Background: an optimization exercise with open tools, aiming at small area, a short achievable clock period and few clock cycles. Do not read the settings as production practice. Function was checked by simulation only, so behaviour that the tests miss may differ from the original.

==> flow/design.v, too long to show whole: its modules and the start of the top module <==
// module FullAdder: 9 lines
// module Compressor32: 22 lines
// module Compressor42: 28 lines
// module R4Booth: 63 lines
// module WallaceTree: 56 lines
// module SpecialCaseDetector: 46 lines
// module PreNormalizer: 44 lines
// module EACAdder: 16 lines
// module MSBIncrementer: 14 lines
// module ZeroDetector_Base: 7 lines
// module ZeroDetector_Group: 7 lines
// module LeadingOneDetector_Top: 151 lines
// module Normalizer: 39 lines
// module Rounder: 154 lines
// module MAC32_top: 276 lines
// module FMAPipe: 247 lines
// module DotProductEngine: 79 lines
// module MatrixMulEngine: 172 lines
module MatrixMulEngine #(
    parameter MAX_M = 4,
    parameter MAX_K = 4,
    parameter MAX_N = 4
)(
    input wire clk,
    input wire rst_n,
    input wire start,
    output reg done,
    input [2:0] M_val,
    input [2:0] K_val,
    input [2:0] N_val,
    input  wire [32*MAX_M*MAX_K-1:0] matrix_A,
    input  wire [32*MAX_K*MAX_N-1:0] matrix_B,
    output reg  [32*MAX_M*MAX_N-1:0] matrix_C
);
  // ...
==> flow/flow/run.sh <==
#!/bin/bash
# Layout flow: the standard flow (standard.sh, synthesis unchanged) with two
# settings changed for the steps after synthesis:
#  - BUFFER_PORTS_ARGS: the port buffers are sky130_fd_sc_hd__buf_1, the
#    smallest buffer (timing repair upsizes the ones on critical paths).
# Each tool's output is in orfs/logs/ (one log per step); standard.sh's own
# output is in standard.log.
export SETUP_SLACK_MARGIN=25
export BUFFER_PORTS_ARGS="-buffer_cell sky130_fd_sc_hd__buf_1"
bash standard.sh > standard.log 2>&1
status=$?
cp standard.sh standard_sh.txt 2>/dev/null
exit $status
==> flow/standard.sh <==
#!/bin/bash
# synth_recipe.tcl (not shown) runs the flow's synth.tcl, then flattens the netlist and writes it again
# the make line also repeats each setting of config.mk as NAME=value (left out here)
make -C /OpenROAD-flow-scripts/flow DESIGN_CONFIG=/design/flow/config.mk WORK_HOME=/design/flow/orfs CLKGATE_MAP_FILE= SYNTH_SCRIPT=/design/flow/synth_recipe.tcl "${@:-finish}"
==> flow/config.mk <==
export PLATFORM = sky130hd
export DESIGN_NAME = MatrixMulEngine
export DESIGN_NICKNAME = MatrixMulEngine
export VERILOG_FILES = /design/flow/design.v
export SDC_FILE = /design/flow/constraint.sdc
export NUM_CORES = 4
export LEC_CHECK = 0
export CAP_MARGIN = 20
export CORE_MARGIN = 2
export CORE_UTILIZATION = 42
export SLEW_MARGIN = 20
==> flow/constraint.sdc <==
create_clock -name core_clock -period 33.0 [get_ports {clk}]
set_input_delay 6.6000 -clock core_clock [delete_from_list [all_inputs] [get_ports {clk}]]
set_output_delay 6.6000 -clock core_clock [all_outputs]
set_load 0.01 [all_outputs]
==> impl_metrics.toml, run 1 <==
[hold_path]
hold_end = "u_fma.p3_Mant_sticky_sht_out"

[sta]
tns_ns = 0

[status]
status = "timing/DRC/antenna clean"

[cts]
cts_made_buffers = 182
holdBufCountCts = 0

[critical_path]
crit_buf_inv = 1
cp_cell_sequence = "buf_2"
crit_slowest_cell = "edfxtp_1"
path_class = "reg2out"

[cells_and_area]
multi_input_area_share_pct = 56.9
stdcell_area_mm2 = 0.146

[synth]
synth_compound_area_share_pct = 20.7
synth_ff_type = "dfxtp_1"
synth.cells.most_frequent = "nand2_1, inv_1, dfxtp_1"
async_flop_share_pct = 4.34

[detailed_routing]
drtAntennaViolNets = 0
first_pass_iters = 10

[grt]
grtUsageTotal_pct = 42.5

[placement]
place_ws_ns = 24.29

[flow_run]
maxCapViolCount = 0
Testbench counts, summed over its fixed seeds: cycles 2,112.
==> module MatrixMulEngine, before the edit <==
module MatrixMulEngine #(
    parameter MAX_M = 4,
    parameter MAX_K = 4,
    parameter MAX_N = 4
)(
    input wire clk,
    input wire rst_n,
    input wire start,
    output reg done,
    input [2:0] M_val,
    input [2:0] K_val,
    input [2:0] N_val,
    input  wire [32*MAX_M*MAX_K-1:0] matrix_A,
    input  wire [32*MAX_K*MAX_N-1:0] matrix_B,
    output reg  [32*MAX_M*MAX_N-1:0] matrix_C
);
    reg       busy;
    reg [1:0] slot;               
    reg [1:0] k;
    reg [3:0] kN;                 
    reg [1:0] ic, jc;             
    reg [1:0] ig, jg;             
    reg [3:0] cnt;                
    reg [15:0] a_sel, b_sel;      
    wire [15:0] b_sel1 = {b_sel[14:0], 1'b0};    
    reg [2:0] Mq, Kq, Nq;
    wire [4:0] E0 = Mq * ((Nq + 3'd1) >> 1);    
    wire issue = start | busy;
    wire last_k = ({1'b0, k} == Kq - 3'd1);
    wire last_group = ({1'b0, cnt} + 5'd4 >= E0);
    function [3:0] a_index(input [1:0] i, input [2:0] kk, input [2:0] K);
        a_index = i * K + {1'b0, kk};
    endfunction
    function [15:0] onehot(input [3:0] idx);
        onehot = 16'd1 << idx;
    endfunction
    wire [1:0] n_i = ({1'b0, jc} + 3'd2 < Nq) ? ic : ic + 2'd1;
    wire [1:0] n_j = ({1'b0, jc} + 3'd2 < Nq) ? jc + 2'd2 : 2'd0;
    always @(posedge clk or negedge rst_n) begin
        if (!rst_n) begin
            busy <= 1'b0;
            slot <= 2'd0;
            k <= 2'd0;
            kN <= 4'd0;
            ic <= 2'd0; jc <= 2'd0;
            ig <= 2'd0; jg <= 2'd0;
            cnt <= 4'd0;
            a_sel <= 16'd1; b_sel <= 16'd1;
            Mq <= 3'd1; Kq <= 3'd1; Nq <= 3'd1;
        end else if (start) begin
            busy <= 1'b1;
            slot <= 2'd1;
            Mq <= M_val; Kq <= K_val; Nq <= N_val;
            if (N_val <= 3'd2) begin
                ic <= 2'd1; jc <= 2'd0;
                a_sel <= onehot({1'b0, K_val}); b_sel <= 16'd1;
            end else begin
                ic <= 2'd0; jc <= 2'd2;
                a_sel <= 16'd1; b_sel <= 16'd4;
            end
        end else if (busy) begin
            slot <= slot + 2'd1;
            if (slot != 2'd3) begin
                ic <= n_i;
                jc <= n_j;
                a_sel <= onehot(a_index(n_i, {1'b0, k}, Kq));
                b_sel <= onehot(kN + {2'd0, n_j});
            end else if (!last_k) begin
                k <= k + 2'd1;
                kN <= kN + {1'b0, Nq};
                ic <= ig;
                jc <= jg;
                a_sel <= onehot(a_index(ig, {1'b0, k} + 3'd1, Kq));
                b_sel <= onehot(kN + {1'b0, Nq} + {2'd0, jg});
            end else begin
                k <= 2'd0;
                kN <= 4'd0;
                if (last_group) begin
                    busy <= 1'b0;
                    ic <= 2'd0; jc <= 2'd0;
                    ig <= 2'd0; jg <= 2'd0;
                    cnt <= 4'd0;
                    a_sel <= 16'd1; b_sel <= 16'd1;
                end else begin
                    ic <= n_i; jc <= n_j;
                    ig <= n_i; jg <= n_j;
                    cnt <= cnt + 4'd4;
                    a_sel <= onehot(a_index(n_i, 3'd0, Kq));
                    b_sel <= onehot({2'd0, n_j});
                end
            end
        end
    end
    reg       v0, v1, v2, v3;
    reg       l0, l1, l2, l3;
    reg       f0;
    reg       w0, w1, w2, w3;
    reg [3:0] x0, x1, x2, x3;
    always @(posedge clk or negedge rst_n) begin
        if (!rst_n) begin
            v0 <= 1'b0; v1 <= 1'b0; v2 <= 1'b0; v3 <= 1'b0;
            l0 <= 1'b0; l1 <= 1'b0; l2 <= 1'b0; l3 <= 1'b0;
            done <= 1'b0;
        end else begin
            v0 <= issue;
            l0 <= issue & (slot == 2'd3) & last_k & last_group;
            v1 <= v0; l1 <= l0;
            v2 <= v1; l2 <= l1;
            v3 <= v2; l3 <= l2;
            done <= l3;
        end
    end
    always @(posedge clk) begin
        f0 <= (k == 2'd0);
        x0 <= ic * Nq + {2'd0, jc};
        w0 <= start ? (N_val > 3'd1) : ({1'b0, jc} + 3'd1 < Nq);
        x1 <= x0; x2 <= x1; x3 <= x2;
        w1 <= w0; w2 <= w1; w3 <= w2;
    end
    reg  [31:0] op_a, op_b, op_b1;    
    wire [31:0] result, result1;
    reg  [31:0] acc, acc1;            
    reg  [31:0] op_a_d, op_b_d, op_b1_d;
    integer e;
    always @(*) begin
        op_a_d = 32'd0;
        op_b_d = 32'd0;
        op_b1_d = 32'd0;
        for (e = 0; e < 16; e = e + 1) begin
            op_a_d = op_a_d | (matrix_A[32*e +: 32] & {32{a_sel[e]}});
            op_b_d = op_b_d | (matrix_B[32*e +: 32] & {32{b_sel[e]}});
            op_b1_d = op_b1_d | (matrix_B[32*e +: 32] & {32{b_sel1[e]}});
        end
    end
    always @(posedge clk) begin
        op_a <= op_a_d;
        op_b <= op_b_d;
        op_b1 <= op_b1_d;
        acc <= result;
        acc1 <= result1;
    end
    FMAPipe u_fma (
        .clk(clk),
        .a_i(f0 ? 32'd0 : acc),
        .b_i(op_a),
        .c_i(op_b),
        .result_o(result)
    );
    FMAPipe u_fma1 (
        .clk(clk),
        .a_i(f0 ? 32'd0 : acc1),
        .b_i(op_a),
        .c_i(op_b1),
        .result_o(result1)
    );
    localparam [15:0] U0_WORDS = 16'b0101_1111_0111_1111;   
    localparam [15:0] U1_WORDS = 16'b1010_1110_1011_1010;   
    wire [3:0] x3n = x3 + 4'd1;
    genvar gw;
    generate
        for (gw = 0; gw < 16; gw = gw + 1) begin : g_c
            wire wr0 = U0_WORDS[gw] & v3 & (x3 == gw);
            wire wr1 = U1_WORDS[gw] & v3 & w3 & (x3n == gw);
            always @(posedge clk) begin
                if (wr0)
                    matrix_C[gw*32 +: 32] <= result;
                else if (wr1)
                    matrix_C[gw*32 +: 32] <= result1;
            end
        end
    endgenerate
endmodule
==> inputs of run 2 (changes only) <==
--- a/flow/design.v
+++ b/flow/design.v
@@ -1289,2 +1289,6 @@
     wire last_group = ({1'b0, cnt} + 5'd4 >= E0);
+    wire [4:0] rem = E0 - {1'b0, cnt};
+    wire [1:0] last_slot = (rem >= 5'd4) ? 2'd3 : rem[1:0] - 2'd1;
+    wire end_now = last_k & last_group & (slot == last_slot);
+    wire end_start = (K_val == 3'd1) & (M_val == 3'd1) & (N_val <= 3'd2);
     function [3:0] a_index(input [1:0] i, input [2:0] kk, input [2:0] K);
@@ -1309,6 +1313,9 @@
         end else if (start) begin
-            busy <= 1'b1;
-            slot <= 2'd1;
+            busy <= ~end_start;
+            slot <= end_start ? 2'd0 : 2'd1;
             Mq <= M_val; Kq <= K_val; Nq <= N_val;
-            if (N_val <= 3'd2) begin
+            if (end_start) begin
+                ic <= 2'd0; jc <= 2'd0;
+                a_sel <= 16'd1; b_sel <= 16'd1;
+            end else if (N_val <= 3'd2) begin
                 ic <= 2'd1; jc <= 2'd0;
@@ -1321,3 +1328,12 @@
             slot <= slot + 2'd1;
-            if (slot != 2'd3) begin
+            if (end_now) begin
+                busy <= 1'b0;
+                slot <= 2'd0;
+                k <= 2'd0;
+                kN <= 4'd0;
+                ic <= 2'd0; jc <= 2'd0;
+                ig <= 2'd0; jg <= 2'd0;
+                cnt <= 4'd0;
+                a_sel <= 16'd1; b_sel <= 16'd1;
+            end else if (slot != 2'd3) begin
                 ic <= n_i;
@@ -1336,9 +1352,3 @@
                 kN <= 4'd0;
-                if (last_group) begin
-                    busy <= 1'b0;
-                    ic <= 2'd0; jc <= 2'd0;
-                    ig <= 2'd0; jg <= 2'd0;
-                    cnt <= 4'd0;
-                    a_sel <= 16'd1; b_sel <= 16'd1;
-                end else begin
+                begin
                     ic <= n_i; jc <= n_j;
@@ -1364,3 +1374,3 @@
             v0 <= issue;
-            l0 <= issue & (slot == 2'd3) & last_k & last_group;
+            l0 <= start ? end_start : (busy & end_now);
             v1 <= v0; l1 <= l0;
==> flow/flow/run.sh (replaced) <==
#!/bin/bash
# Layout flow: the standard flow (standard.sh, synthesis unchanged) with these
# settings changed for the steps after synthesis:
#  - BUFFER_PORTS_ARGS: the port buffers are sky130_fd_sc_hd__buf_1, the
#    smallest buffer (timing repair upsizes the ones on critical paths);
#  - up to 10 (not 5) rounds of antenna repair after global and detailed routing.
# Each tool's output is in orfs/logs/ (one log per step); standard.sh's own
# output is in standard.log.
export SETUP_SLACK_MARGIN=25
export BUFFER_PORTS_ARGS="-buffer_cell sky130_fd_sc_hd__buf_1"
export MAX_REPAIR_ANTENNAS_ITER_GRT=10
export MAX_REPAIR_ANTENNAS_ITER_DRT=10
bash standard.sh > standard.log 2>&1
status=$?
cp standard.sh standard_sh.txt 2>/dev/null
exit $status
==> run 2 against run 1 <==
  * Register-to-register slack got worse by 0.36 ns
  * Synthesized cell count is 1.4% lower
  * Largest cell class unchanged
==> impl_metrics.toml, run 2 <==
[status]
status = "timing/DRC/antenna clean"

[sta]
finalSetupViolations = 0
finalMaxSlewViolations = 0
relSlewSlack_pct = 13.0
post-route-period-util_pct = 25.4
worst_pin_slew_ns = 1.30
clock_skew_ns = 0.0801
post-route-min-period_ns = 8.38
max_freq_mhz = 119
grt_setup_unrepaired = "yes"
finalHoldViolCount = 0
timing.hold.ws_ns = 0.289
tns_ns = 0

[detailed_routing]
avgRoutedWirePerCell_um = 36.9
drtAntennaViolNets = 0
drt_wl_total_um = 742000
dr.first_iter.drc_count = 17600
drc = 0
vias_per_cell = 6.33
first_pass_iters = 7
via_count = 127000

[synth]
synth-seq-cells = 1590
ys_top_cells_by_area = "dfxtp_1, edfxtp_1, fa_1"
synth.cells.most_frequent = "nand2_1, inv_1, dfxtp_1"
ys_types = 98
synth_cells = 14400
yosysTopAreaCell = "dfxtp_1"
synth_area_mm2 = 0.128
synth_ff_type = "dfxtp_1"
synth.most_common_cell = "nand2_1"
synth_nets = 16700
async_flop_share_pct = 4.34
avgSynthCellArea_um2 = 8.87
synth-seq-area-share_pct = 29.2
synth_edf_count = 512
yosysWarnings = 7
synth_top_cell_area_share_pct = 15.8

[cts]
cts.clk_slew.worst_paths_ns = 0.06
clock-sinks = 1590
cts_root_buf = "clkbuf_16"
clk_path_buf_depth = 4
htreeDepth = 4
clk_latency_ns = 0.91
cts_made_buffers = 180
cts_tree = "built"

[floorplan]
die_w_um = 556
std_cell_rows = 202
die_area_mm2 = 0.309
initial_core_util_pct = 42.2
pin_count = 1549
core-area_mm2 = 0.303
die_h_um = 556

[critical_path]
path_delay_family = "flip-flops"
crit_slowest_cell = "edfxtp_1"
cp.required_ns = 26.40
cp-start-kind = "flip-flop"
path_class = "reg2out"
path_max_fanout = 1
crit_buf_inv = 1
end_kind = "output pin"
cp_cell_sequence = "buf_6"
slowest_delay_ns = 0.69
arrival_ns = 1.78

[grt]
grt-ovfl-total = 0
grt_max_degree = 90
grtUsageTotal_pct = 46.6
antenna_found_initial = 362
grt_pass1_wl_um = 999000
grt_pass1_vias = 116000

[cells_and_area]
postLayoutCoreUtil_pct = 48.3
largest_register = "matrix_C"
reg_top3 = "matrix_C: 512 flops, u_fma.p2_PosSum: 74 flops, u_fma1.p2_PosSum: 74 flops"
layout.nets = 17700
syn2layout_area_growth_pct = 14.4
final_common_cell = "nand2_1"
largest_register_ffs = 512
final_cell_mix = "nand2_1, buf_1, inv_1, dfxtp_1, xnor2_1"
drive_gt1_share_pct = 9.04

[flow_run]
maxCapViolCount = 0

[placement]
portBuffers = 1548
gp_congestion = 1.12
place_hpwl_um = 595000

[hold_path]
hp-class = "reg2reg"
## run 2: cell types whose count changed after synthesis, moves of 30 or more
| cell | change |
|---|---|
| a21oi_1 | +50 |
| mux2_2 | -47 |
| o21ai_0 | -97 |
| o211ai_1 | -30 |
| a211oi_1 | +53 |
| mux2i_1 | +71 |
| a22oi_1 | -54 |
| and3_1 | +41 |
| nand3_1 | -81 |
## run 2: layout make-up
class / instances / area [µm²]
timing repair buffer: 1879 / 8980
sequential: 1590 / 37400
multi-input combinational: 10500 / 82600
fill: 29700 / 157000
clock inverter: 102 / 1280
tap: 3978 / 4980
antenna: 618 / 1550
clock buffer: 225 / 4960
inverter: 1196 / 4500
## run 2: path summary, 6_finish.rpt
check | from | endpoint | slack, ns | depth (start not counted)
max reg2reg | u_fma1.p2_PosSum[27] | u_fma1.p3_or_46_1 | 24.97 | 25
max | matrix_C[343] | matrix_C[343] | 24.62 | 1
min in group asynchronous | rst_n | cnt[3] | 5.85 | 1
min reg2reg | u_fma.p2_A[29] | u_fma.p3_A[29] | 0.29 | 0
max in group asynchronous | rst_n | b_sel[10] | 26.39 | 1
min | u_fma.p2_A[29] | u_fma.p3_A[29] | 0.29 | 0
## run 2: kinds of logic after synthesis
group / synth area share (%)
XOR/XNOR: 7.79
other: 0.00293
AO/OA/AOI/OAI: 20.2
multiplexers: 6.40
AND/OR/NAND/NOR: 13.4
buffers and inverters: 6.84
flip-flops: 29.2
adder cells (fa/ha/maj): 16.2
## run 2: routing by layer
metal  routed length [µm]  GRT usage, %  vias up
met5                  891          3.09        -
met2               317000          67.5     8981
li1                     -             -    54000
met1               256000          51.8    61800
met4                80200          44.5      108
met3                87700          18.2     2457
## run 2: timing repair
| item | CTS | global route |
|---|---|---|
| hold buffers | 0 | 0 |
| buffers inserted | 0 | 3 |
| gates cloned | 2 | 0 |
| pin swaps | 2 | 2 |
| endpoints found under the setup margin | 396 | 607 |
| gates resized for setup | 134 | 318 |
## run 2: through the flow
stage / instance area [µm²] / setup slack, ns / std cells
after floorplan: 128000 / 25.24 / 14400
after global placement: 137000 / 23.97 / 19200
after detailed placement: 138000 / 23.91 / 19200
after CTS: 144000 / 24.63 / 19500
after global routing: 146000 / 24.60 / 19900
final: 146000 / 24.62 / 20100
Testbench counts of run 2, summed over its fixed seeds: cycles 2,089.

afterwards: timing with drivers on the ports:
The flow's constraints put no driver on any port. The routed layouts listed below were extracted and timed again, unchanged, in two steps.
Step 1 assumes that a clkbuf_16 drives the clock port and a buf_2 every other input.
Step 2 also shifts input and output timing later by t, the mid clock arrival at the registers, as if the neighbouring blocks saw the same clock.
Three values: no drivers, after step 1, after step 2; two values: the first two.
run	t (ns)	setup WS [ns]	clock arrival spread, ns	slew at the worst register clock pin (ns)	worst slew at a driven data input, ns
run 1	0.984	24.678 / 24.562 / 24.252	0.081 / 0.081	0.08 / 0.08	0.62
run 2	0.996	24.621 / 24.492 / 24.335	0.080 / 0.080	0.08 / 0.08	0.80
After both steps every run listed still meets setup and hold. The setup slack of run 1, which loses most, moves by -0.116 ns with the drivers and by -0.426 ns with both steps.
